Source: an optimization exercise on an open RTL-to-GDS flow (aim: small area and a short achievable clock period). Production flows keep margins and buffers that such runs may drop.
At most, simulation tests tie the RTL to the original design; equivalence was not proved.
For run 4, only the layout was checked, not whether the RTL still works.
Power is estimated from default activity; no workload was simulated.

**flow/design.v**
```verilog
module fp_mul11 (x, y, c);
	input [10:0] x, y;
	output [14:0] c;
	wire pp0_0 = ~(x[0] & y[0]);
	wire pp0_1 = ~(x[0] & y[1]);
	wire pp0_2 = ~(x[0] & y[2]);
	wire pp0_3 = ~(x[0] & y[3]);
	wire pp0_4 = ~(x[0] & y[4]);
	wire pp0_5 = ~(x[0] & y[5]);
	wire pp0_6 = ~(x[0] & y[6]);
	wire pp0_7 = ~(x[0] & y[7]);
	wire pp0_8 = ~(x[0] & y[8]);
	wire pp0_9 = ~(x[0] & y[9]);
	wire pp0_10 = ~(x[0] & y[10]);
	wire pp1_0 = ~(x[1] & y[0]);
	wire pp1_1 = ~(x[1] & y[1]);
	wire pp1_2 = ~(x[1] & y[2]);
	wire pp1_3 = ~(x[1] & y[3]);
	wire pp1_4 = ~(x[1] & y[4]);
	wire pp1_5 = ~(x[1] & y[5]);
	wire pp1_6 = ~(x[1] & y[6]);
	wire pp1_7 = ~(x[1] & y[7]);
	wire pp1_8 = ~(x[1] & y[8]);
	wire pp1_9 = ~(x[1] & y[9]);
	wire pp1_10 = ~(x[1] & y[10]);
	wire pp2_0 = ~(x[2] & y[0]);
	wire pp2_1 = ~(x[2] & y[1]);
	wire pp2_2 = ~(x[2] & y[2]);
	wire pp2_3 = ~(x[2] & y[3]);
	wire pp2_4 = ~(x[2] & y[4]);
	wire pp2_5 = ~(x[2] & y[5]);
	wire pp2_6 = ~(x[2] & y[6]);
	wire pp2_7 = ~(x[2] & y[7]);
	wire pp2_8 = ~(x[2] & y[8]);
	wire pp2_9 = ~(x[2] & y[9]);
	wire pp2_10 = ~(x[2] & y[10]);
	wire pp3_0 = ~(x[3] & y[0]);
	wire pp3_1 = ~(x[3] & y[1]);
	wire pp3_2 = ~(x[3] & y[2]);
	wire pp3_3 = ~(x[3] & y[3]);
	wire pp3_4 = ~(x[3] & y[4]);
	wire pp3_5 = ~(x[3] & y[5]);
	wire pp3_6 = ~(x[3] & y[6]);
	wire pp3_7 = ~(x[3] & y[7]);
	wire pp3_8 = ~(x[3] & y[8]);
	wire pp3_9 = ~(x[3] & y[9]);
	wire pp3_10 = ~(x[3] & y[10]);
	wire pp4_0 = ~(x[4] & y[0]);
	wire pp4_1 = ~(x[4] & y[1]);
	wire pp4_2 = ~(x[4] & y[2]);
	wire pp4_3 = ~(x[4] & y[3]);
	wire pp4_4 = ~(x[4] & y[4]);
	wire pp4_5 = ~(x[4] & y[5]);
	wire pp4_6 = ~(x[4] & y[6]);
	wire pp4_7 = ~(x[4] & y[7]);
	wire pp4_8 = ~(x[4] & y[8]);
	wire pp4_9 = ~(x[4] & y[9]);
	wire pp4_10 = ~(x[4] & y[10]);
	wire pp5_0 = ~(x[5] & y[0]);
	wire pp5_1 = ~(x[5] & y[1]);
	wire pp5_2 = ~(x[5] & y[2]);
	wire pp5_3 = ~(x[5] & y[3]);
	wire pp5_4 = ~(x[5] & y[4]);
	wire pp5_5 = ~(x[5] & y[5]);
	wire pp5_6 = ~(x[5] & y[6]);
	wire pp5_7 = ~(x[5] & y[7]);
	wire pp5_8 = ~(x[5] & y[8]);
	wire pp5_9 = ~(x[5] & y[9]);
	wire pp5_10 = ~(x[5] & y[10]);
	wire pp6_0 = ~(x[6] & y[0]);
	wire pp6_1 = ~(x[6] & y[1]);
	wire pp6_2 = ~(x[6] & y[2]);
	wire pp6_3 = ~(x[6] & y[3]);
	wire pp6_4 = ~(x[6] & y[4]);
	wire pp6_5 = ~(x[6] & y[5]);
	wire pp6_6 = ~(x[6] & y[6]);
	wire pp6_7 = ~(x[6] & y[7]);
	wire pp6_8 = ~(x[6] & y[8]);
	wire pp6_9 = ~(x[6] & y[9]);
	wire pp6_10 = ~(x[6] & y[10]);
	wire pp7_0 = ~(x[7] & y[0]);
	wire pp7_1 = ~(x[7] & y[1]);
	wire pp7_2 = ~(x[7] & y[2]);
	wire pp7_3 = ~(x[7] & y[3]);
	wire pp7_4 = ~(x[7] & y[4]);
	wire pp7_5 = ~(x[7] & y[5]);
	wire pp7_6 = ~(x[7] & y[6]);
	wire pp7_7 = ~(x[7] & y[7]);
	wire pp7_8 = ~(x[7] & y[8]);
	wire pp7_9 = ~(x[7] & y[9]);
	wire pp7_10 = ~(x[7] & y[10]);
	wire pp8_0 = ~(x[8] & y[0]);
	wire pp8_1 = ~(x[8] & y[1]);
	wire pp8_2 = ~(x[8] & y[2]);
	wire pp8_3 = ~(x[8] & y[3]);
	wire pp8_4 = ~(x[8] & y[4]);
	wire pp8_5 = ~(x[8] & y[5]);
	wire pp8_6 = ~(x[8] & y[6]);
	wire pp8_7 = ~(x[8] & y[7]);
	wire pp8_8 = ~(x[8] & y[8]);
	wire pp8_9 = ~(x[8] & y[9]);
	wire pp8_10 = ~(x[8] & y[10]);
	wire pp9_0 = ~(x[9] & y[0]);
	wire pp9_1 = ~(x[9] & y[1]);
	wire pp9_2 = ~(x[9] & y[2]);
	wire pp9_3 = ~(x[9] & y[3]);
	wire pp9_4 = ~(x[9] & y[4]);
	wire pp9_5 = ~(x[9] & y[5]);
	wire pp9_6 = ~(x[9] & y[6]);
	wire pp9_7 = ~(x[9] & y[7]);
	wire pp9_8 = ~(x[9] & y[8]);
	wire pp9_9 = ~(x[9] & y[9]);
	wire pp9_10 = ~(x[9] & y[10]);
	wire pp10_0 = ~(x[10] & y[0]);
	wire pp10_1 = ~(x[10] & y[1]);
	wire pp10_2 = ~(x[10] & y[2]);
	wire pp10_3 = ~(x[10] & y[3]);
	wire pp10_4 = ~(x[10] & y[4]);
	wire pp10_5 = ~(x[10] & y[5]);
	wire pp10_6 = ~(x[10] & y[6]);
	wire pp10_7 = ~(x[10] & y[7]);
	wire pp10_8 = ~(x[10] & y[8]);
	wire pp10_9 = ~(x[10] & y[9]);
	wire pp10_10 = ~(x[10] & y[10]);
	wire s1 = pp0_9 ^ pp1_8;
	wire k2 = ~(pp0_9 | pp1_8);
	wire s3, k4;
	fp_fa us3 (pp0_10, pp1_9, pp2_8, s3, k4);
	wire s5 = pp3_7 ^ pp4_6;
	wire k6 = ~(pp3_7 | pp4_6);
	wire s7, k8;
	fp_fa us7 (pp1_10, pp2_9, pp3_8, s7, k8);
	wire s9 = pp4_7 ^ pp5_6;
	wire k10 = ~(pp4_7 | pp5_6);
	wire s11, k12;
	fp_fa us11 (pp2_10, pp3_9, pp4_8, s11, k12);
	wire s13 = pp0_6 ^ pp1_5;
	wire k14 = ~(pp0_6 | pp1_5);
	wire s15, k16;
	fp_fa us15 (pp0_7, pp1_6, pp2_5, s15, k16);
	wire s17 = pp3_4 ^ pp4_3;
	wire k18 = ~(pp3_4 | pp4_3);
	wire s19, k20;
	fp_fa us19 (pp0_8, pp1_7, pp2_6, s19, k20);
	wire s21, k22;
	fp_fa us21 (pp3_5, pp4_4, pp5_3, s21, k22);
	wire s23 = pp6_2 ^ pp7_1;
	wire k24 = ~(pp6_2 | pp7_1);
	wire s25, k26;
	fp_fa us25 (pp2_7, pp3_6, pp4_5, s25, k26);
	wire s27, k28;
	fp_fa us27 (pp5_4, pp6_3, pp7_2, s27, k28);
	wire n29 = ~s1;
	wire s30, k31;
	fp_fa us30 (n29, pp8_1, pp9_0, s30, k31);
	wire s32, k33;
	fp_fa us32 (s3, pp5_5, pp6_4, s32, k33);
	wire s34, k35;
	fp_fa us34 (pp7_3, pp8_2, pp9_1, s34, k35);
	wire n36 = ~pp10_0;
	wire s37, k38;
	fp_fa us37 (k2, s5, n36, s37, k38);
	wire s39, k40;
	fp_fa us39 (k4, s7, pp6_5, s39, k40);
	wire s41, k42;
	fp_fa us41 (pp7_4, pp8_3, pp9_2, s41, k42);
	wire n43 = ~pp10_1;
	wire s44, k45;
	fp_fa us44 (k6, s9, n43, s44, k45);
	wire s46, k47;
	fp_fa us46 (k8, s11, pp5_7, s46, k47);
	wire s48, k49;
	fp_fa us48 (pp6_6, pp7_5, pp8_4, s48, k49);
	wire n50 = ~k10;
	wire s51, k52;
	fp_fa us51 (n50, pp9_3, pp10_2, s51, k52);
	wire s53, k54;
	fp_fa us53 (k12, pp3_10, pp4_9, s53, k54);
	wire s55, k56;
	fp_fa us55 (pp5_8, pp6_7, pp7_6, s55, k56);
	wire s57, k58;
	fp_fa us57 (pp8_5, pp9_4, pp10_3, s57, k58);
	wire s59, k60;
	fp_fa us59 (pp4_10, pp5_9, pp6_8, s59, k60);
	wire s61, k62;
	fp_fa us61 (pp7_7, pp8_6, pp9_5, s61, k62);
	wire s63, k64;
	fp_fa us63 (pp5_10, pp6_9, pp7_8, s63, k64);
	wire s65 = pp0_4 ^ pp1_3;
	wire k66 = ~(pp0_4 | pp1_3);
	wire s67, k68;
	fp_fa us67 (pp0_5, pp1_4, pp2_3, s67, k68);
	wire s69 = pp3_2 ^ pp4_1;
	wire k70 = ~(pp3_2 | pp4_1);
	wire s71, k72;
	fp_fa us71 (pp2_4, pp3_3, pp4_2, s71, k72);
	wire n73 = ~s13;
	wire s74, k75;
	fp_fa us74 (n73, pp5_1, pp6_0, s74, k75);
	wire s76, k77;
	fp_fa us76 (s15, pp5_2, pp6_1, s76, k77);
	wire n78 = ~pp7_0;
	wire s79, k80;
	fp_fa us79 (k14, s17, n78, s79, k80);
	wire s81, k82;
	fp_fa us81 (k16, s19, s21, s81, k82);
	wire n83 = ~pp8_0;
	wire s84, k85;
	fp_fa us84 (k18, s23, n83, s84, k85);
	wire s86, k87;
	fp_fa us86 (k20, k22, s25, s86, k87);
	wire n88 = ~k24;
	wire s89, k90;
	fp_fa us89 (n88, s27, s30, s89, k90);
	wire s91, k92;
	fp_fa us91 (k26, k28, k31, s91, k92);
	wire n93 = ~s37;
	wire s94, k95;
	fp_fa us94 (s32, s34, n93, s94, k95);
	wire s96, k97;
	fp_fa us96 (k33, k35, s39, s96, k97);
	wire n98 = ~s41;
	wire s99, k100;
	fp_fa us99 (k38, n98, s44, s99, k100);
	wire s101, k102;
	fp_fa us101 (k40, k42, s46, s101, k102);
	wire n103 = ~k45;
	wire s104, k105;
	fp_fa us104 (n103, s48, s51, s104, k105);
	wire s106, k107;
	fp_fa us106 (k47, k49, k52, s106, k107);
	wire s108, k109;
	fp_fa us108 (s53, s55, s57, s108, k109);
	wire s110, k111;
	fp_fa us110 (k54, k56, k58, s110, k111);
	wire s112, k113;
	fp_fa us112 (s59, s61, pp10_4, s112, k113);
	wire s114, k115;
	fp_fa us114 (k60, k62, s63, s114, k115);
	wire s116, k117;
	fp_fa us116 (pp8_7, pp9_6, pp10_5, s116, k117);
	wire s118, k119;
	fp_fa us118 (k64, pp6_10, pp7_9, s118, k119);
	wire s120, k121;
	fp_fa us120 (pp8_8, pp9_7, pp10_6, s120, k121);
	wire s122, k123;
	fp_fa us122 (pp7_10, pp8_9, pp9_8, s122, k123);
	wire s124 = pp0_3 ^ pp1_2;
	wire k125 = ~(pp0_3 | pp1_2);
	wire s126, k127;
	fp_fa us126 (pp2_2, pp3_1, pp4_0, s126, k127);
	wire n128 = ~s67;
	wire s129, k130;
	fp_fa us129 (k66, n128, s69, s129, k130);
	wire s131, k132;
	fp_fa us131 (k68, s71, s74, s131, k132);
	wire s133, k134;
	fp_fa us133 (k72, k75, s76, s133, k134);
	wire n135 = ~k80;
	wire s136, k137;
	fp_fa us136 (k77, n135, s81, s136, k137);
	wire s138, k139;
	fp_fa us138 (k82, s86, s89, s138, k139);
	wire s140, k141;
	fp_fa us140 (k87, k90, s91, s140, k141);
	wire s142, k143;
	fp_fa us142 (k92, k95, s96, s142, k143);
	wire s144, k145;
	fp_fa us144 (k97, s101, s104, s144, k145);
	wire s146, k147;
	fp_fa us146 (k102, k105, s106, s146, k147);
	wire s148, k149;
	fp_fa us148 (k107, k109, s110, s148, k149);
	wire s150, k151;
	fp_fa us150 (k111, k113, s114, s150, k151);
	wire s152, k153;
	fp_fa us152 (k115, k117, s118, s152, k153);
	wire s154, k155;
	fp_fa us154 (k119, k121, s122, s154, k155);
	wire s156, k157;
	fp_fa us156 (k123, pp8_10, pp9_9, s156, k157);
	wire s158 = pp0_2 ^ pp1_1;
	wire k159 = ~(pp0_2 | pp1_1);
	wire n160 = ~s124;
	wire s161, k162;
	fp_fa us161 (n160, pp2_1, pp3_0, s161, k162);
	wire n163 = ~s126;
	wire s164, k165;
	fp_fa us164 (k125, n163, s65, s164, k165);
	wire n166 = ~s129;
	wire s167, k168;
	fp_fa us167 (k127, n166, pp5_0, s167, k168);
	wire n169 = ~s131;
	wire s170, k171;
	fp_fa us170 (k130, n169, k70, s170, k171);
	wire n172 = ~s79;
	wire s173, k174;
	fp_fa us173 (k132, s133, n172, s173, k174);
	wire n175 = ~s84;
	wire s176, k177;
	fp_fa us176 (k134, s136, n175, s176, k177);
	wire n178 = ~k85;
	wire s179, k180;
	fp_fa us179 (k137, s138, n178, s179, k180);
	wire s181, k182;
	fp_fa us181 (k139, s140, s94, s181, k182);
	wire n183 = ~s99;
	wire s184, k185;
	fp_fa us184 (k141, s142, n183, s184, k185);
	wire n186 = ~k100;
	wire s187, k188;
	fp_fa us187 (k143, s144, n186, s187, k188);
	wire s189, k190;
	fp_fa us189 (k145, s146, s108, s189, k190);
	wire s191, k192;
	fp_fa us191 (k147, s148, s112, s191, k192);
	wire s193, k194;
	fp_fa us193 (k149, s150, s116, s193, k194);
	wire s195, k196;
	fp_fa us195 (k151, s152, s120, s195, k196);
	wire s197, k198;
	fp_fa us197 (k153, s154, pp10_7, s197, k198);
	wire s199, k200;
	fp_fa us199 (k155, s156, pp10_8, s199, k200);
	wire s201, k202;
	fp_fa us201 (k157, pp9_10, pp10_9, s201, k202);
	wire [21:0] ra = {1'b0, ~k202, ~k200, ~k198, ~k196, ~k194, ~k192, ~k190, ~k188, ~k185, ~k182, ~k180, ~k177, ~k174, k171, ~k168, k165, ~k162, k159, s158, ~pp0_1, ~pp0_0};
	wire [21:0] rb = {1'b0, ~pp10_10, ~s201, ~s199, ~s197, ~s195, ~s193, ~s191, ~s189, ~s187, ~s184, ~s181, ~s179, ~s176, ~s173, s170, ~s167, s164, ~s161, ~pp2_0, ~pp1_0, 1'b0};
	wire [21:0] full = ra + rb;
	assign c = full[21:7];
endmodule
module fp_fa (a, b, c, s, co);
	input a, b, c;
	output s, co;
	assign s = a ^ b ^ c;
	assign co = (a & b) | (a & c) | (b & c);
endmodule
module fp_ha (a, b, s, co);
	input a, b;
	output s, co;
	assign s = a ^ b;
	assign co = a & b;
endmodule
`timescale 1ns / 1ps
module pipelined_fpadder (a,b,sub,rm,s,clk,clrn,e);
	input clk, clrn;
	input [15:0] a, b;
	input [1:0] rm;
	input sub;
	input e;
	output reg [15:0] s;
	wire [4:0] ea = a[14:10];
	wire [4:0] eb = b[14:10];
	wire ha = |ea;
	wire hb = |eb;
	wire [10:0] ma = {ha, a[9:0]};
	wire [10:0] mb = {hb, b[9:0]};
	wire [4:0] ee = ea + eb + 5'd17;           
	wire a_ff = &ea, b_ff = &eb;
	wire a_f0 = ~|a[9:0], b_f0 = ~|b[9:0];
	wire a_inf = a_ff & a_f0, b_inf = b_ff & b_f0;
	wire a_nan = a_ff & ~a_f0, b_nan = b_ff & ~b_f0;
	wire is_inf = a_inf | b_inf;
	wire is_nan = a_nan | b_nan | ((sub ^ a[15] ^ b[15]) & a_inf & b_inf);
	wire [8:0] nan9 = (a[8:0] > b[8:0]) ? a[8:0] : b[8:0];
	function [3:0] lzc11;
		input [10:0] m;
		integer i;
		begin
			lzc11 = 4'd11;
			for (i = 0; i <= 10; i = i + 1)
				if (m[i]) lzc11 = 4'd10 - i;
		end
	endfunction
	wire [3:0] la = lzc11(ma);
	wire [3:0] lb = lzc11(mb);
	wire [4:0] ll = la + lb;
	wire [4:0] mm = (ee == 5'd0) ? 5'd1 : ee;  
	wire ll_lt = ll < mm;
	wire [4:0] sh = ll_lt ? ll : mm;           
	wire [3:0] shc = (sh > 5'd15) ? 4'd15 : sh[3:0];
	wire [4:0] eb1 = ee + 5'd1 - sh;
	wire [14:0] c;
	fp_mul11 mul (.x(ma), .y(mb), .c(c));
	reg [14:0] r_c;
	reg [4:0] r_eb;
	reg [3:0] r_sh;
	reg [1:0] r_rm;
	reg r_sign, r_x, r_nan, r_inf;
	always @(posedge clk or negedge clrn) begin
		if (!clrn) begin
			r_c <= 0; r_eb <= 0; r_sh <= 0; r_rm <= 0;
			r_sign <= 0; r_x <= 0; r_nan <= 0; r_inf <= 0;
		end else if (e) begin
			r_c <= c;
			r_eb <= is_nan ? nan9[8:4] : eb1;    
			r_sh <= is_nan ? nan9[3:0] : shc;
			r_rm <= rm;
			r_sign <= a[15] ^ b[15];
			r_x <= ll_lt;
			r_nan <= is_nan;
			r_inf <= is_inf;
		end
	end
	wire [14:0] t = r_c << r_sh;
	wire d = r_x & ~t[14];
	wire [13:0] f0 = d ? t[13:0] : t[14:1];
	wire rne = ~r_rm[1] & ~r_rm[0];
	wire rup = (~r_rm[1] & r_rm[0] & r_sign) | (r_rm[1] & ~r_rm[0] & ~r_sign);
	wire grs = f0[2] | f0[1] | f0[0];
	wire plus1 = rne & f0[2] & (f0[1] | f0[0] | f0[3]) | rup & grs;
	wire [11:0] fr = {1'b0, f0[13:3]} + plus1;
	wire cout = fr[11];
	wire [4:0] x0 = r_eb - d;
	wire [4:0] expo = f0[13] ? x0 + cout : 5'd0;
	wire ovf = f0[13] & ((&x0) | (&expo));
	wire [15:0] res =
		r_nan ? {1'b1, 5'h1f, 1'b1, r_eb, r_sh} :
		ovf ? ((rne | rup) ? {r_sign, 5'h1f, 10'h0} : {r_sign, 5'h1e, 10'h3ff}) :
		r_inf ? {r_sign, 5'h1f, 10'h0} :
		{r_sign, expo, fr[9:0]};
	always @(posedge clk or negedge clrn) begin
		if (!clrn) s <= 0;
		else if (e) s <= res;
	end
endmodule
```
**flow/run.sh**
```bash
#!/bin/bash
# synth_recipe.tcl (not shown) runs the flow's synth.tcl, then flattens the netlist and writes it again
# the make line also repeats each setting of config.mk as NAME=value (left out here)
make -C /OpenROAD-flow-scripts/flow DESIGN_CONFIG=/design/flow/config.mk WORK_HOME=/design/flow/orfs CLKGATE_MAP_FILE= SYNTH_SCRIPT=/design/flow/synth_recipe.tcl finish
```
**flow/config.mk**
```make
export PLATFORM = sky130hd
export DESIGN_NAME = pipelined_fpadder
export DESIGN_NICKNAME = pipelined_fpadder
export VERILOG_FILES = /design/flow/design.v
export SDC_FILE = /design/flow/constraint.sdc
export NUM_CORES = 4
export LEC_CHECK = 0
export ABC_CLOCK_PERIOD_IN_PS = 4000
export CAP_MARGIN = 20
export CORE_MARGIN = 2
export CORE_UTILIZATION = 40
export SETUP_SLACK_MARGIN = 2.5
export SLEW_MARGIN = 20
export SYNTH_HIERARCHICAL = 1
```
**flow/constraint.sdc**
```tcl
create_clock -name core_clock -period 7.0 [get_ports {clk}]
set_input_delay 1.4000 -clock core_clock [delete_from_list [all_inputs] [get_ports {clk}]]
set_output_delay 1.4000 -clock core_clock [all_outputs]
set_load 0.01 [all_outputs]
```
==> impl_results.md, run 1 <==
- Outcome: complete, no violations
- Gr ovfl total: 0
- Reg-to-Reg Start: r_sh[0]$_DFFE_PN0P_
- Number of antenna violations at the first check in global routing: 0
- Ys Warns: 7
- Crit-path leading delay family: adder cells
- Worst Hold Slack: 0.488 ns
- Min-delay src: s[10]$_DFFE_PN0P_
- Most frequent CP cell: fa_2
- Adder-Cell Fraction of Synth Area: 30.7%
- Num Clock Sinks: 46
- R2R Setup Slk: 1.92 ns
- Final Hold Fails: 0
- Mapped cell area: 8070 um^2
- CP Class: in2reg
- Post-DP Area: 9240 um^2
- Crit-path max cell delay: 0.54 ns
- Pleak: 4.58 nW
- Share of cells above drive strength 1: 32.4%
- RSZ-0062 raised after global routing: yes
- Netlist cell types: 79
- Critical path buffer and inverter count: 3
- Row count: 51
- Final TNS setup: 0 ns
- Synth top area share: 20.6%
- # H-tree levels: 2
- Setup-failing EPs final: 0
- Fin area: 10500 um^2
- Post-DP HPWL: 16.9 mm
- Routed WL: 22.3 mm
- Core Box Area: 19700 um^2
- CTS tree: built
- Sequential fraction of the synthesis area: 14.3%
- Initial drt markers: 432
- Largest family of logic cells by synthesized area: adder cells
- Largest net degree at the start of global routing: 71
- DRT Pass-1 Iters: 5
- Top FF cell, synth: dfrtp_1
- PortBufs: 53
- Max-slew violations: 0
- Clk_skew: 0.00899 ns
- Global-route wire length before repair: 36.0 mm
- Crit path DAT: 6.09 ns
- Pre-CTS setup slack: 0.309 ns
- Synthesized area per cell: 8.72 um^2
- Clock tree buffer depth: 2
- WP data required: 7.18 ns
- Die span in x: 146 um
- Slowest CP cell: fa_2
- Num ports: 54
- Synth area leader: fa_1
- Post-DRT Antenna Nets: 0
- Worst vdd ir: 0.000254 V
- Overall power: 3.85 mW
- Synthesized netlist cell count: 925
- TritonCTS Buffers: 5
- Max FO, Critical Path: 4
- Area growth syn-to-layout: 30.5%
- Ys async rst share: 100%
- Pwr Density: 366 nW/um^2
- Antenna cells: 0
- Syn Nets: 1111
- Finished Core Util: 53.6%
- Vias in the first global route: 7032
- Slew @ Worst Pin: 0.842 ns
- Setup ws final: 1.09 ns
- Fill cells: 1851
- CP Launch Type: input port
- Vias: 7135
- MaxCap Viol Count: 0
- DRC: 0
- Synthesis-stage register bit count: 46
- CP startpoint: b[11]
- Synth Area in Compound Gates: 15.1%
- Clock-pin slew on the worst setup and hold paths: 0.07 ns
- Crit end category: flop
- Number of enable flip-flop cells after synthesis: 0
- Final Non-Filler Cells: 1311
- Max transition margin: 43.8%
- Clock Tree Root: clkbuf_16
- GRT Resource Usage Total: 20.5%
- Die ar.: 21300 um^2
- DP Cell Count: 1228
- Synth top area cells: fa_1 (21%), dfrtp_1 (14%), ha_1 (10%)
- Synth Area in Simple Gates: 19.0%
- Crit path cell chain: buf_8, nor3_4, nand2_2, buf_6, nand2_4, fa_2, fa_2, fa_2, fa_2, fa_1, inv_2, ha_4, a221oi_2, o21ai_1, a21oi_2, o22ai_4, a311o_2, a21o_1, mux2_4
- Achievable Freq: 169 MHz
- Worst-Skew Late Latency: 0.30 ns
- GPL Wtd Cong: 0.886
- Via density: 5.44
- Clock period minus worst slack: 5.91 ns
- Period utilisation layout: 84.5%
- Die Y: 146 um
- Xor-xnor portion of the synthesized cell area: 4.02%
- Wire length per cell: 17.0 um
- Worst min-delay path category: reg2reg
- Initial Util: 41.0%
- Mux share of post-synthesis cell area: 9.52%
- Final nets: 1231
[report_power, final]
| group | leakage, nW | internal, mW | switching (mW) | total, mW |
|---|---|---|---|---|
| Clock | 0.0842 | 0.169 | 0.106 | 0.275 |
| Combinational | 3.96 | 1.57 | 1.49 | 3.05 |
| Sequential | 0.536 | 0.380 | 0.139 | 0.519 |
| Total | 4.58 | 2.12 | 1.73 | 3.85 |
[registers in the layout, summed over array words and instances (netlist names)]
register	count
r_sign	1
r_nan	1
r_rm	2
s	16
r_c	15
r_sh	4
r_eb	5
r_x	1
r_inf	1
[metal layers]
| metal | GRT usage (%) | part of all wire (%) | vias up |
|---|---|---|---|
| li1 | - | - | 3384 |
| met1 | 30.1 | 46 | 3520 |
| met2 | 33.5 | 48 | 198 |
| met3 | 1.88 | 4.3 | 33 |
| met4 | 3.79 | 1.6 | 0 |
| met5 | 0 | 0 | - |
[per-module statistics from Yosys (local to each module, per instance)]
module             cells  copies in the design  flops+latches
fp_fa                  1                    80              0
pipelined_fpadder    552                     1             46
fp_mul11             293                     1              0
[cells by family (layout without fill, tap and decap cells)]
kind of cell	count (synthesis)	count (layout)
buffers and inverters	145	266
AOI/OAI and AO/OA	170	170
muxes	60	60
adders and majority gates	148	148
DFF	46	46
xor gates and xnor gates	37	37
and+or+nand+nor	319	319
[cell usage after synthesis, drive strengths merged, types with 10 or more instances]
cell type  number
fa             83
a21o           18
xnor2          25
nand2         143
o21ai          27
nor3           10
nand3          15
clkbuf         35
nor2           59
a211oi         11
and2           30
xor2           12
a21oi          46
ha             65
mux2           31
mux4           10
inv            96
o22ai          10
buf            14
and3           10
dfrtp          46
mux2i          19
[final cells by class]
cell class / instances / area (um^2) / share of cell area, %
inverters: 96 / 373 / 3.54
clock inverters: 3 / 43.8 / 0.416
multi-input cells: 734 / 7080 / 67.3
flip-flops and latches: 46 / 1160 / 11.0
clock buffers: 5 / 125 / 1.19
well taps: 265 / 332 / 3.15
repair buffers: 162 / 1410 / 13.4
[layout by cell type (no fill, tap or decap), drive strengths merged, types with 9 or more instances in the layout]
cell type      instances
mux2i                 19
fa                    83
o21ai                 27
mux4                  10
clkdlybuf4s50         21
inv                   96
ha                    65
nand3                 15
dfrtp                 46
xor2                  12
nor2b                  9
clkbuf                11
o22ai                 10
a21o                  18
nor2                  59
and3                  10
nor3                  10
xnor2                 25
a211oi                11
mux2                  31
buf                  130
a21oi                 46
and2                  30
nand2                143
[what timing repair did]
action                     CTS  global route
hold buffers                 0             0
setup buffers               45            30
pin swaps                   54            79
gates resized for setup    182            79
setup endpoints to repair   40            38
[worst paths after layout]
kind | to | depth (start not counted)
worst min register to register | s[10]$_DFFE_PN0P_ | 1
worst max-delay path | r_c[14]$_DFFE_PN0P_ | 19
max in group asynchronous | r_sh[1]$_DFFE_PN0P_ | 1
min in group asynchronous | r_c[7]$_DFFE_PN0P_ | 1
worst max register to register | s[8]$_DFFE_PN0P_ | 25
worst min-delay path | s[10]$_DFFE_PN0P_ | 1
==> inputs of run 2 (changes only) <==
--- a/flow/config.mk
+++ b/flow/config.mk
@@ -5,10 +5,9 @@
 export SDC_FILE = /design/flow/constraint.sdc
 export NUM_CORES = 4
 export LEC_CHECK = 0
-export ABC_CLOCK_PERIOD_IN_PS = 4000
 export CAP_MARGIN = 20
 export CORE_MARGIN = 2
 export CORE_UTILIZATION = 40
-export SETUP_SLACK_MARGIN = 2.5
+export SETUP_SLACK_MARGIN = 1.5
 export SLEW_MARGIN = 20
 export SYNTH_HIERARCHICAL = 1
==> run 2 against run 1 <==
Still clean. Register-to-register slack got worse by 0.43 ns. Global-route usage decreased by 0.45 points. Final area decreased by 6.6%. Utilization decreased by 3.5 points. Sequential share of layout area increased by 0.76 points. Critical endpoint unchanged.
==> impl_results.md, run 2 <==
- Slew @ Worst Pin: 0.801 ns (-0.0408 ns)
- Antenna cells: 0 (unchanged)
- Synth top area cells: fa_1 (21%), dfrtp_1 (14%), ha_1 (10%)
- Final TNS setup: 0 ns (unchanged)
- Fin area: 9840 um^2 (-6.6%)
- Die ar.: 21300 um^2 (unchanged)
- Synthesized netlist cell count: 925 (unchanged)
- WP data required: 7.18 ns (about the same)
- Pleak: 4.34 nW (-5.4%)
- Worst min-delay path category: reg2reg
- Global-route wire length before repair: 35.6 mm (-1.2%)
- Core Box Area: 19700 um^2 (unchanged)
- Number of enable flip-flop cells after synthesis: 0 (unchanged)
- Setup-failing EPs final: 0 (unchanged)
- Post-DRT Antenna Nets: 0 (unchanged)
- Multi-input logic area: 6690 um^2 (-5.5%)
- Initial Util: 41.0% (unchanged)
- DRT Pass-1 Iters: 5 (unchanged)
- Vias: 6902 (-3.3%)
- Largest net degree at the start of global routing: 71 (unchanged)
- RSZ-0062 raised after global routing: yes
- Area growth syn-to-layout: 21.9%
- Setup ws final: 1.03 ns (-0.0591 ns)
- Clock Tree Root: clkbuf_16
- Clock-pin slew on the worst setup and hold paths: 0.07 ns (about the same)
- Clk_skew: 0.00925 ns (+0.000262 ns)
- FF/Latch Area: 1160 um^2 (-0.11%)
- Sequential fraction of the synthesis area: 14.3% (unchanged)
- Worst-Skew Late Latency: 0.29 ns (about the same)
- Achievable Freq: 167 MHz (-0.99%)
- Worst vdd ir: 0.000269 V (+5.8%)
- Vias in the first global route: 7161 (+1.8%)
- Ys Warns: 7 (unchanged)
- Routed WL: 21.4 mm (-3.7%)
- Crit path DAT: 6.15 ns (+0.06 ns)
- Share of cells above drive strength 1: 25.2% (-7.2 points)
- Crit end category: flop
- Post-DP HPWL: 16.3 mm (-3.6%)
- Clock period minus worst slack: 5.97 ns (+0.0591 ns)
- Mapped cell area: 8070 um^2 (unchanged)
- Row count: 51 (unchanged)
- Largest regs: s: 16 flops, r_c: 15 flops, r_eb: 5 flops
- Synth area leader: fa_1
- Synth top area share: 20.6% (unchanged)
- Period utilisation layout: 85.3% (+0.84 points)
- Most frequent cell after synthesis: nand2_1
- Finished Core Util: 50.0% (-3.5 points)
- Post-DP Area: 9030 um^2 (-2.2%)
- Fill cells: 1944 (+5.0%)
- Clock tree buffer depth: 2 (unchanged)
- Max reg flops: 16 (unchanged)
- TritonCTS Buffers: 5 (unchanged)
- Commonest cells post-synth: nand2_1 (142), inv_1 (94), fa_1 (83)
- CP Class: in2reg
- MaxCap Viol Count: 0 (unchanged)
- Synthesized area per cell: 8.72 um^2 (unchanged)
- Synthesis-stage register bit count: 46 (unchanged)
- CTS tree: built
- Worst Hold Slack: 0.485 ns (-0.00222 ns)
- Pwr Density: 361 nW/um^2 (-1.3%)
- GRT Resource Usage Total: 20.1% (-0.45 points)
- Initial drt markers: 384 (-11%)
- Most common cell after layout, fill and taps aside: nand2_1
- Max-slew violations: 0 (unchanged)
- Num ports: 54 (unchanged)
- Final nets: 1199 (-2.6%)
- Cts hold-fix bufs: 0 (unchanged)
- Netlist cell types: 79 (unchanged)
- Pre-CTS setup slack: 0.324 ns (+0.0143 ns)
- Gr ovfl total: 0 (unchanged)
- Max FO, Critical Path: 4 (unchanged)
- Die span in x: 146 um (unchanged)
- Max transition margin: 46.2% (+2.4 points)
- Most frequent cells in the layout: nand2_1 (135), inv_1 (87), fa_1 (70)
- CP Launch Type: input port
- Top FF cell, synth: dfrtp_1
- Wire length per cell: 16.8 um (-1.2%)
- Number of antenna violations at the first check in global routing: 0 (unchanged)
- Num Clock Sinks: 46 (unchanged)
- Die Y: 146 um (unchanged)
- GPL Wtd Cong: 0.877 (-1.0%)
- Outcome: complete, no violations
- Via density: 5.40 (-0.85%)
- Ys async rst share: 100% (unchanged)
- Final Hold Fails: 0 (unchanged)
- Top reg by flops: s
- # H-tree levels: 2 (unchanged)
- Syn Nets: 1111 (unchanged)
- DRC: 0 (unchanged)
- PortBufs: 53 (unchanged)
## run 2: per-stage QoR
stage | cells | power, mW
after floorplan | 925 | 2.38
after global placement | 1226 | 2.92
after detailed placement | 1226 | 2.95
after CTS | 1267 | 3.44
after global routing | 1279 | 3.89
final | 1279 | 3.55
## run 2: worst paths after layout
kind	startpoint	to	slack (ns)	depth (start not counted)
max	b[11]	r_c[14]$_DFFE_PN0P_	1.03	19
max in group asynchronous	clrn	r_sh[1]$_DFFE_PN0P_	5.40	1
min	s[10]$_DFFE_PN0P_	s[10]$_DFFE_PN0P_	0.49	1
max reg2reg	r_sh[3]$_DFFE_PN0P_	s[8]$_DFFE_PN0P_	1.49	24
min in group asynchronous	clrn	s[1]$_DFFE_PN0P_	1.12	1
min reg2reg	s[10]$_DFFE_PN0P_	s[10]$_DFFE_PN0P_	0.49	1
## run 2: metal layers
| layer | GRT usage, % | routed length (um) |
|---|---|---|
| met5 | 0 | 0 |
| met2 | 34.4 | 10300 |
| met4 | 3.98 | 311 |
| met1 | 28.1 | 10000 |
| met3 | 1.66 | 786 |
## run 2: area by class of cell
class | count | area share [%]
inverter | 96 | 3.66
tap | 265 | 3.37
sequential | 46 | 11.8
clock buffer | 6 | 1.31
multi-input combinational | 734 | 68.1
timing repair buffer | 130 | 11.5
clock inverter | 2 | 0.382
## run 2: power by group
part	total, mW	switching [mW]	leakage [nW]	internal, mW
combinational	2.75	1.36	3.72	1.39
clock	0.275	0.106	0.0771	0.169
sequential	0.521	0.141	0.538	0.380
## run 2: cell families after synthesis
group / after synthesis / share of synthesized area [%]
AO/OA/AOI/OAI: 170 / 15.1
multiplexers: 60 / 9.52
XOR/XNOR: 37 / 4.02
AND/OR/NAND/NOR: 319 / 19.0
adder cells (fa/ha/maj): 148 / 30.7
buffers and inverters: 145 / 7.46
flip-flops: 46 / 14.3
## run 2: modules after synthesis (local to each module, per instance)
module             cells inside  times used  area (um^2)  flip-flops and latches
fp_mul11                    293           1         1670                       0
pipelined_fpadder           552           1         4800                      46
fp_fa                         1          80         20.0                       0
## run 2: repair_timing
item / in CTS / in global routing
buffers inserted: 33 / 11
endpoints found under the hold margin: 0 / 0
setup endpoints to repair: 33 / 30
gates resized for setup: 167 / 49
pin swaps: 56 / 38
cloned: 0 / 1
## run 2: critical path, cell delays in order
cell and delay [ns]:
buf_8 0.10, nor3_4 0.20, nand2_2 0.13, buf_4 0.16, nand2_2 0.07, fa_2 0.43
fa_1 0.41, fa_2 0.59, fa_2 0.45, fa_1 0.51, inv_1 0.04, ha_2 0.19
a221oi_2 0.24, o21ai_1 0.12, a21oi_2 0.22, o22ai_4 0.11, a311o_2 0.39, a21o_1 0.16
mux2_4 0.25
==> inputs of run 3 (changes only) <==
--- a/flow/config.mk
+++ b/flow/config.mk
@@ -8,6 +8,6 @@
 export CAP_MARGIN = 20
 export CORE_MARGIN = 2
 export CORE_UTILIZATION = 40
-export SETUP_SLACK_MARGIN = 1.5
+export SETUP_SLACK_MARGIN = 0.3
 export SLEW_MARGIN = 20
 export SYNTH_HIERARCHICAL = 1
==> run 3 against run 2 <==
Global-route usage down 0.59 points. Via count down 2.7%. Worst setup slack worse by 0.48 ns. Flip-flop and latch count unchanged. Synthesized area unchanged. Die area unchanged. Maximum frequency down 7.4%. Largest power group unchanged. Still clean. Non-clock buffer count down 40. Wire length down 4.6%. Utilization down 3.3 points. Final cell count down 3.1%.
==> impl_results.md, run 3 <==
- Worst min-delay path category: reg2reg
- Clock period minus worst slack: 6.45 ns (+0.480 ns)
- Gr ovfl total: 0 (unchanged)
- Final nets: 1159 (-3.3%)
- Clock tree buffer depth: 2 (unchanged)
- Synth area leader: fa_1
- Commonest cells post-synth: nand2_1 (142), inv_1 (94), fa_1 (83)
- Largest regs: s: 16 flops, r_c: 15 flops, r_eb: 5 flops
- Netlist cell types: 79 (unchanged)
- Initial Util: 41.0% (unchanged)
- Final Hold Fails: 0 (unchanged)
- Most frequent cell after synthesis: nand2_1
- Vias: 6719 (-2.7%)
- Ys Warns: 7 (unchanged)
- Syn Nets: 1111 (unchanged)
- Sequential share of power: 16.4% (+1.7 points)
- Post-DP HPWL: 16.1 mm (-1.3%)
- Hold EP: s[10]$_DFFE_PN0P_
- Crit end category: flop
- Most common cell after layout, fill and taps aside: nand2_1
- Crit path DAT: 6.63 ns (+0.48 ns)
- Reg-to-Reg Start: r_sh[1]$_DFFE_PN0P_
- Reg2reg end: s[8]$_DFFE_PN0P_
- Psw: 1.47 mW (-8.7%)
- Max reg flops: 16 (unchanged)
- Worst vdd ir: 0.000223 V (-17%)
- Top FF cell, synth: dfrtp_1
- Pwr Density: 343 nW/um^2 (-4.9%)
- FF-to-FF path depth: 24 (unchanged)
- GRT Resource Usage Total: 19.5% (-0.59 points)
- Initial drt markers: 400 (+4.2%)
- Slew @ Worst Pin: 1.01 ns (+0.207 ns)
- Post-DRT Antenna Nets: 0 (unchanged)
- DRT Pass-1 Iters: 5 (unchanged)
- Number of antenna violations at the first check in global routing: 0 (unchanged)
- Die ar.: 21300 um^2 (unchanged)
- Num Clock Sinks: 46 (unchanged)
- RSZ-0062 raised after global routing: no
- Finished Core Util: 46.8% (-3.3 points)
- PortBufs: 53 (unchanged)
- Max transition margin: 32.8% (-13 points)
- # H-tree levels: 2 (unchanged)
- Number of enable flip-flop cells after synthesis: 0 (unchanged)
- Most frequent cells in the layout: nand2_1 (140), inv_1 (94), fa_1 (82)
- Die span in x: 146 um (unchanged)
- Cts hold-fix bufs: 0 (unchanged)
- Via density: 5.42 (+0.49%)
- Clk_skew: 0.00968 ns (+0.000426 ns)
- Synthesized area per cell: 8.72 um^2 (unchanged)
- Synth top area share: 20.6% (unchanged)
- GPL Wtd Cong: 0.889 (+1.4%)
- MaxCap Viol Count: 0 (unchanged)
- CTS tree: built
- Hold Path Cell Cnt: 1 (unchanged)
- Met3 usage: 1.72% (+0.063 points)
- Clock Tree Root: clkbuf_16
- CP Launch Type: input port
- Synthesized netlist cell count: 925 (unchanged)
- DRC: 0 (unchanged)
- Antenna cells: 0 (unchanged)
- Gate power share: 75.0% (-2.6 points)
- Max FO, Critical Path: 6 (+2)
- Share of cells above drive strength 1: 13.2% (-12 points)
- Ys async rst share: 100% (unchanged)
- Max-slew violations: 0 (unchanged)
- Sequential fraction of the synthesis area: 14.3% (unchanged)
- Core Box Area: 19700 um^2 (unchanged)
- Final TNS setup: 0 ns (unchanged)
- Clock-pin slew on the worst setup and hold paths: 0.07 ns (about the same)
- Routed WL: 20.5 mm (-4.6%)
- Clock power frac: 8.6% (+0.9 points)
- Outcome: complete, no violations
- Pleak: 4.11 nW (-5.2%)
- Largest net degree at the start of global routing: 71 (unchanged)
- GR peak layer: met2
- Routing usage on met2: 31.9% (-2.6 points)
- Mapped cell area: 8070 um^2 (unchanged)
- Die Y: 146 um (unchanged)
- Area growth syn-to-layout: 14.0%
- Wire length per cell: 16.5 um (-1.5%)
- Global-route wire length before repair: 34.4 mm (-3.3%)
- R2R Setup Slk: 1.03 ns (-0.46 ns)
- Synthesis-stage register bit count: 46 (unchanged)
- Vias in the first global route: 6775 (-5.4%)
- Sw Ratio: 46.6% (+1.2 points)
- Achievable Freq: 155 MHz (-7.4%)
- Worst-Skew Late Latency: 0.30 ns (about the same)
- CP Class: in2reg
- Min-delay src: s[10]$_DFFE_PN0P_
- TritonCTS Buffers: 5 (unchanged)
- Top reg by flops: s
- Internal: 1.68 mW (-13%)
- WP data required: 7.18 ns (about the same)
- Synth top area cells: fa_1 (21%), dfrtp_1 (14%), ha_1 (10%)
- Row count: 51 (unchanged)
- Num ports: 54 (unchanged)
- Met1 usage: 28.4% (+0.34 points)
- Period utilisation layout: 92.2% (+6.9 points)
- Setup-failing EPs final: 0 (unchanged)
==> run 3: cell families after synthesis <==
| family | synth area share, % |
|---|---|
| simple gates | 19.0 |
| compound gates | 15.1 |
| fa+ha+maj | 30.7 |
| buf+inv | 7.46 |
| mux | 9.52 |
| flops | 14.3 |
| xor+xnor | 4.02 |
==> run 3: repair_timing <==
| action | CTS | global route |
|---|---|---|
| resized for setup | 2 | 18 |
| setup buffers | 0 | 2 |
| pin swaps | 0 | 5 |
| setup endpoints to repair | 3 | 7 |
==> run 3: how the worst max path moves through the flow <==
stage / start / to / slack, ns
floorplan: b[14] / r_c[14]$_DFFE_PN0P_ / 0.64
global placement: b[14] / r_c[14]$_DFFE_PN0P_ / 0.08
detailed placement: b[14] / r_c[14]$_DFFE_PN0P_ / -0.09
CTS: b[14] / r_c[14]$_DFFE_PN0P_ / 0.34
global route: a[3] / r_eb[4]$_DFFE_PN0P_ / 0.30
finish: b[8] / r_c[14]$_DFFE_PN0P_ / 0.55
==> run 3: critical path, cell delays in order <==
cell and delay, ns:
clkdlybuf4s50_1 0.64, nand2_1 0.13, fa_1 0.53, fa_1 0.55
fa_1 0.44, fa_1 0.52, fa_1 0.52, inv_1 0.04
ha_1 0.28, a221oi_1 0.28, o21ai_1 0.12, a21oi_2 0.22
o22ai_4 0.10, a311o_2 0.42, a21o_1 0.18, mux2_2 0.25
==> run 3: per-module statistics from Yosys (local to each module, per instance) <==
module / copies in the design / cells
pipelined_fpadder: 1 / 552
fp_mul11: 1 / 293
fp_fa: 80 / 1
==> run 3: power groups by stage <==
stage          sequential [mW]  combinational, mW  clock, mW
5_1_grt                  0.538               2.66      0.288
3_5_place_dp             0.521               2.33          0
2_1_floorplan            0.474               1.79          0
6_report                 0.519               2.36      0.270
3_3_place_gp             0.520               2.30          0
4_1_cts                  0.516               2.35      0.276
==> run 3: stage by stage <==
step                      instances  hold slack (ns)  cell area (um^2)  power [mW]  worst slack [ns]
after floorplan                 925            0.477              8070        2.26             0.640
after global placement         1229            0.467              8940        2.82            0.0836
after detailed placement       1229            0.484              8940        2.85           -0.0911
after CTS                      1237            0.499              9110        3.14             0.342
after global routing           1239            0.520              9190        3.49             0.301
final                          1239            0.489              9190        3.15             0.547
==> run 3: cell type report <==
cell class | instances | area [um^2]
multi-input cells | 734 | 6370
inverters | 96 | 360
clock buffers | 6 | 129
well taps | 265 | 332
flip-flops and latches | 46 | 1150
fillers | 1962 | 10500
clock inverters | 2 | 37.5
repair buffers | 90 | 816
==> run 3: per-layer routing <==
metal / routed length [um] / up-vias
met5: 0 / -
met4: 223 / 0
met3: 960 / 18
met2: 9450 / 182
met1: 9830 / 3282
li1: - / 3237
==> inputs of run 4 (changes only) <==
--- a/flow/design.v
+++ b/flow/design.v
@@ -341,6 +341,56 @@
 	assign s = a ^ b;
 	assign co = a & b;
 endmodule
+module fp_norm (c, sh, x, eb, rm, sign, nan, inf, res);
+	input [14:0] c;       
+	input [3:0] sh;       
+	input x;              
+	input [4:0] eb;       
+	input [1:0] rm;
+	input sign, nan, inf;
+	output [15:0] res;
+	wire [14:0] t = c << sh;
+	wire d = x & ~t[14];
+	wire [13:0] f0 = d ? t[13:0] : t[14:1];
+	wire rne = ~rm[1] & ~rm[0];
+	wire rup = (~rm[1] & rm[0] & sign) | (rm[1] & ~rm[0] & ~sign);
+	wire plus1 = rne & f0[2] & (f0[1] | f0[0] | f0[3]) | rup & (f0[2] | f0[1] | f0[0]);
+	wire [10:0] m = f0[13:3];
+	wire [10:0] ao;       
+	assign ao[0] = 1'b1;
+	assign ao[1] = m[0];
+	wire a01 = m[0] & m[1];
+	wire a23 = m[2] & m[3];
+	wire a45 = m[4] & m[5];
+	wire a67 = m[6] & m[7];
+	wire a89 = m[8] & m[9];
+	wire a03 = a01 & a23;
+	wire a47 = a45 & a67;
+	assign ao[2] = a01;
+	assign ao[3] = a01 & m[2];
+	assign ao[4] = a03;
+	assign ao[5] = a03 & m[4];
+	assign ao[6] = a03 & a45;
+	assign ao[7] = a03 & a45 & m[6];
+	assign ao[8] = a03 & a47;
+	assign ao[9] = a03 & a47 & m[8];
+	assign ao[10] = a03 & a47 & a89;
+	wire all1 = ao[10] & m[10];
+	wire [10:0] fr = m ^ ({11{plus1}} & ao);
+	wire cout = plus1 & all1;
+	wire [4:0] ebm = eb - 5'd1;
+	wire [4:0] ebp = eb + 5'd1;
+	wire [4:0] x0 = d ? ebm : eb;
+	wire [4:0] x1 = d ? eb : ebp;
+	wire [4:0] expo = cout ? x1 : x0;
+	wire e31 = &eb, e30 = (eb == 5'd30), e00 = (eb == 5'd0);
+	wire ovf = f0[13] & (d ? (e00 | (e31 & cout)) : (e31 | (e30 & cout)));
+	wire big = ovf & ~(rne | rup);        
+	assign res =
+		nan ? {1'b1, 5'h1f, 1'b1, eb, sh} :
+		(ovf | inf) ? {sign, 4'hf, ~big, {10{big}}} :
+		{sign, f0[13] ? expo : 5'd0, fr[9:0]};
+endmodule
 `timescale 1ns / 1ps
 module pipelined_fpadder (a,b,sub,rm,s,clk,clrn,e);
 	input clk, clrn;
@@ -402,23 +452,9 @@
 			r_inf <= is_inf;
 		end
 	end
-	wire [14:0] t = r_c << r_sh;
-	wire d = r_x & ~t[14];
-	wire [13:0] f0 = d ? t[13:0] : t[14:1];
-	wire rne = ~r_rm[1] & ~r_rm[0];
-	wire rup = (~r_rm[1] & r_rm[0] & r_sign) | (r_rm[1] & ~r_rm[0] & ~r_sign);
-	wire grs = f0[2] | f0[1] | f0[0];
-	wire plus1 = rne & f0[2] & (f0[1] | f0[0] | f0[3]) | rup & grs;
-	wire [11:0] fr = {1'b0, f0[13:3]} + plus1;
-	wire cout = fr[11];
-	wire [4:0] x0 = r_eb - d;
-	wire [4:0] expo = f0[13] ? x0 + cout : 5'd0;
-	wire ovf = f0[13] & ((&x0) | (&expo));
-	wire [15:0] res =
-		r_nan ? {1'b1, 5'h1f, 1'b1, r_eb, r_sh} :
-		ovf ? ((rne | rup) ? {r_sign, 5'h1f, 10'h0} : {r_sign, 5'h1e, 10'h3ff}) :
-		r_inf ? {r_sign, 5'h1f, 10'h0} :
-		{r_sign, expo, fr[9:0]};
+	wire [15:0] res;
+	fp_norm norm (.c(r_c), .sh(r_sh), .x(r_x), .eb(r_eb), .rm(r_rm), .sign(r_sign),
+		.nan(r_nan), .inf(r_inf), .res(res));
 	always @(posedge clk or negedge clrn) begin
 		if (!clrn) s <= 0;
 		else if (e) s <= res;
==> run 4 against run 3 <==
Utilization decreased by 0.21 points. Critical path depth increased by 3. Die area increased by 2.9%. Hold slack improved by 0.017 ns. Maximum frequency decreased by 0.89%. Power increased by 1.2%. Global-route usage about the same. Non-clock buffer count decreased by 2. Largest cell class unchanged.
==> impl_results.md, run 4 <==
- Outcome: complete, no violations
- Min-delay src: s[3]$_DFFE_PN0P_
- Share of cells above drive strength 1: 16.2% (+3.0 points)
- Max reg flops: 16 (unchanged)
- CTS tree: built
- Pleak: 4.14 nW (+0.87%)
- Num ports: 54 (unchanged)
- Number of enable flip-flop cells after synthesis: 0 (unchanged)
- Slew @ Worst Pin: 0.843 ns (-0.165 ns)
- WP data required: 7.19 ns (about the same)
- Vias in the first global route: 6864 (+1.3%)
- Synth top area cells: fa_1 (20%), dfrtp_1 (14%), ha_1 (9.6%)
- Post-DP Area: 9190 um^2 (+2.8%)
- Vias: 6817 (+1.5%)
- Worst-Skew Late Latency: 0.30 ns (about the same)
- Final nets: 1157 (-0.17%)
- Row count: 52 (+2.0%)
- Cts hold-fix bufs: 0 (unchanged)
- GRT Resource Usage Total: 19.5% (-0.045 points)
- Commonest cells post-synth: nand2_1 (127), inv_1 (89), fa_1 (83)
- RSZ-0062 raised after global routing: yes
- Met3 usage: 1.41% (-0.31 points)
- Synthesis-stage register bit count: 46 (unchanged)
- Clock period minus worst slack: 6.51 ns (+0.0579 ns)
- Final Non-Filler Cells: 1243 (+0.32%)
- Fill cells: 1991 (+1.5%)
- Ys Warns: 7 (unchanged)
- Via density: 5.48 (+1.1%)
- TritonCTS Buffers: 5 (unchanged)
- Final TNS setup: 0 ns (unchanged)
- Crit end category: flop
- DP Cell Count: 1233 (+0.33%)
- CP Class: in2reg
- Initial drt markers: 285 (-29%)
- Die span in x: 148 um (+1.4%)
- Core Box Area: 20300 um^2 (+3.3%)
- Pwr Density: 338 nW/um^2 (-1.6%)
- Routed WL: 20.8 mm (+1.9%)
- Max-slew violations: 0 (unchanged)
- Largest net degree at the start of global routing: 50 (-30%)
- Die Y: 148 um (+1.4%)
- Die ar.: 21900 um^2 (+2.9%)
- Synthesized area per cell: 9.02 um^2 (+3.4%)
- GPL Wtd Cong: 0.871 (-2.0%)
- Antenna cells: 0 (unchanged)
- Crit-path max cell delay: 0.57 ns (-0.07 ns)
- Reg-to-Reg Start: r_sh[1]$_DFFE_PN0P_
- Most frequent CP cell: fa_1
- Clock-pin slew on the worst setup and hold paths: 0.08 ns (about the same)
- Hold Path Cell Cnt: 1 (unchanged)
- Area growth syn-to-layout: 13.8%
- Critical path buffer and inverter count: 3 (+1)
- Crit path cell chain: clkdlybuf4s50_1, nor3_2, and2_4, inv_2, nand2_1, fa_1, fa_1, fa_1, fa_1, fa_1, inv_1, ha_1, a221oi_1, o21ai_1, a21oi_2, o22ai_4, a311o_2, a21o_1, mux2_2
- Synthesized netlist cell count: 921 (-0.43%)
- Most common cell after layout, fill and taps aside: nand2_1
- Wire length per cell: 16.8 um (+1.5%)
- GR peak layer: met2
- Sequential fraction of the synthesis area: 13.9% (-0.41 points)
- Top FF cell, synth: dfrtp_1
- Max transition margin: 43.8% (+11 points)
- Period utilisation layout: 93.0% (+0.83 points)
- Mapped cell area: 8310 um^2 (+3.0%)
- Crit-path leading delay family: adder cells
- PortBufs: 53 (unchanged)
- Fin area: 9450 um^2 (+2.8%)
- Setup-failing EPs final: 0 (unchanged)
- Finished Core Util: 46.6% (-0.21 points)
- Global-route wire length before repair: 34.9 mm (+1.6%)
- Synth top area share: 20.0% (-0.60 points)
- Worst min-delay path category: reg2reg
- Clk_skew: 0.0123 ns (+0.00260 ns)
- Pre-CTS setup slack: 0.0388 ns (+0.130 ns)
- Hold EP: s[3]$_DFFE_PN0P_
- Initial Util: 40.9% (-0.12 points)
- Crit path DAT: 6.70 ns (+0.07 ns)
- Post-DP HPWL: 16.2 mm (+0.51%)
- MaxCap Viol Count: 0 (unchanged)
- Setup ws final: 0.489 ns (-0.0579 ns)
- Most frequent cells in the layout: nand2_1 (127), inv_1 (87), fa_1 (77)
- Synth area leader: fa_1
- Achievable Freq: 154 MHz (-0.89%)
- # H-tree levels: 2 (unchanged)
- Number of antenna violations at the first check in global routing: 0 (unchanged)
- Met1 usage: 28.4% (about the same)
- Max FO, Critical Path: 4 (-2)
- Gr ovfl total: 0 (unchanged)
- Num Clock Sinks: 46 (unchanged)
- Syn Nets: 1106 (-0.45%)
- DRC: 0 (unchanged)
- Clock tree buffer depth: 2 (unchanged)
- Top reg by flops: s
- Most frequent cell after synthesis: nand2_1
- Post-DRT Antenna Nets: 0 (unchanged)
- Routing usage on met2: 31.9% (+0.035 points)
- R2R Setup Slk: 2.98 ns (+1.95 ns)
- Final Hold Fails: 0 (unchanged)
- DRT Pass-1 Iters: 5 (unchanged)
- FF-to-FF path depth: 10 (-58%)
- CP Launch Type: input port
- Slowest CP cell: fa_1
- Reg2reg end: s[12]$_DFFE_PN0P_
- Netlist cell types: 90 (+14%)
- Largest regs: s: 16 flops, r_c: 15 flops, r_eb: 5 flops
- Clock Tree Root: clkbuf_16
- Worst vdd ir: 0.000204 V (-8.5%)
- Ys async rst share: 100% (unchanged)
-- run 4: cell count changes in the layout (fill, tap and decap cells not counted), moves of 5 or more --
cell      before  now
o22ai_1        7    2
fa_2           1    6
a21oi_2        2    7
inv_1         94   87
xnor2_1       25   20
a211oi_1       7    2
mux2i_1       18   27
a221o_1        1   10
mux2_2        31   43
fa_1          82   77
nor3_1         7   17
nand2_1      140  127
-- run 4: Yosys stat by module (local to each module, per instance) --
| module | cells | flops+latches |
|---|---|---|
| pipelined_fpadder | 322 | 46 |
| fp_norm | 226 | 0 |
| fp_mul11 | 293 | 0 |
| fp_fa | 1 | 0 |
-- run 4: cell type report --
cell class | count | area, um^2 | share of cell area [%]
Multi-Input combinational cell | 742 | 6690 | 70.7
Sequential cell | 46 | 1150 | 12.2
Timing Repair Buffer | 88 | 798 | 8.44
Tap cell | 270 | 338 | 3.57
Inverter | 89 | 334 | 3.53
Clock buffer | 5 | 125 | 1.32
Clock inverter | 3 | 21.3 | 0.225
-- run 4: how the worst max path moves through the flow --
stage          startpoint                   to  slack (ns)  cells after the start
3_5_place_dp        b[10]  r_c[14]$_DFFE_PN0P_        0.04                     19
3_3_place_gp        b[14]  r_c[14]$_DFFE_PN0P_         0.1                     19
6_report            b[11]  r_c[14]$_DFFE_PN0P_        0.49                     19
4_1_cts             b[10]  r_c[14]$_DFFE_PN0P_        0.36                     19
2_1_floorplan       b[11]  r_c[14]$_DFFE_PN0P_        0.52                     19
5_1_grt             b[11]  r_c[14]$_DFFE_PN0P_        0.28                     19
-- run 4: kinds of logic after synthesis --
group | share of synthesized area [%]
buffers and inverters | 6.72
and+or+nand+nor | 18.1
xor gates and xnor gates | 3.78
muxes | 12.7
DFF | 13.9
AOI/OAI and AO/OA | 14.9
adders and majority gates | 29.9
-- run 4: timing repair --
item                                   4_1_cts  5_1_grt
resized for setup                            0       26
endpoints found under the hold margin        0        0
setup endpoints to repair                    0        8
buffers inserted                             0        2
-- run 4: through the flow --
stage               hold WS, ns  power, mW
floorplan                 0.447       2.32
global placement          0.490       2.90
detailed placement        0.496       2.92
CTS                       0.512       3.18
global route              0.527       3.54
finish                    0.507       3.19
-- run 4: power breakdown --
part	internal, mW	switching (mW)	leakage (nW)
sequential	0.377	0.139	0.545
combinational	1.18	1.25	3.53
clock	0.133	0.111	0.0698
total	1.69	1.50	4.14
-- run 4: metal layers --
metal / vias up / routed length (um)
met2: 161 / 9700
met1: 3356 / 10200
li1: 3283 / -
met4: 0 / 211
met3: 17 / 724
met5: - / 0

afterwards: timing with drivers on the ports:
How much do the figures lean on ideal ports? The routed layouts below were timed once more, with nothing changed but the port constraints. Step 1, drivers: a clkbuf_16 drives clk and a buf_2 each remaining input, both assumed. Step 2 moves the port delays by t, midway between the first and last clock arrival at a register: inputs arrive t later, outputs are due t later. That takes back most of the time a late clock gives input paths. Three values: ideal ports, drivers, drivers and shift; two values: the first two.
run | t, ns | slack for setup (ns) | slew at the worst register clock pin (ns) | worst data-port slew with drivers (ns) | pins driven straight from the clock port
run 1 | 0.328 | 1.086 / 1.085 / 0.757 | 0.07 / 0.07 | 0.08 | 1
run 2 | 0.329 | 1.027 / 1.023 / 0.695 | 0.07 / 0.07 | 0.06 | 1
run 3 | 0.328 | 0.547 / 0.561 / 0.233 | 0.07 / 0.07 | 0.04 | 1
run 4 | 0.330 | 0.489 / 0.502 / 0.172 | 0.08 / 0.08 | 0.04 | 1
After both steps every run listed still meets setup and hold. For run 2, which loses most, drivers alone change the setup slack by -0.004 ns; drivers and shift together by -0.332 ns.
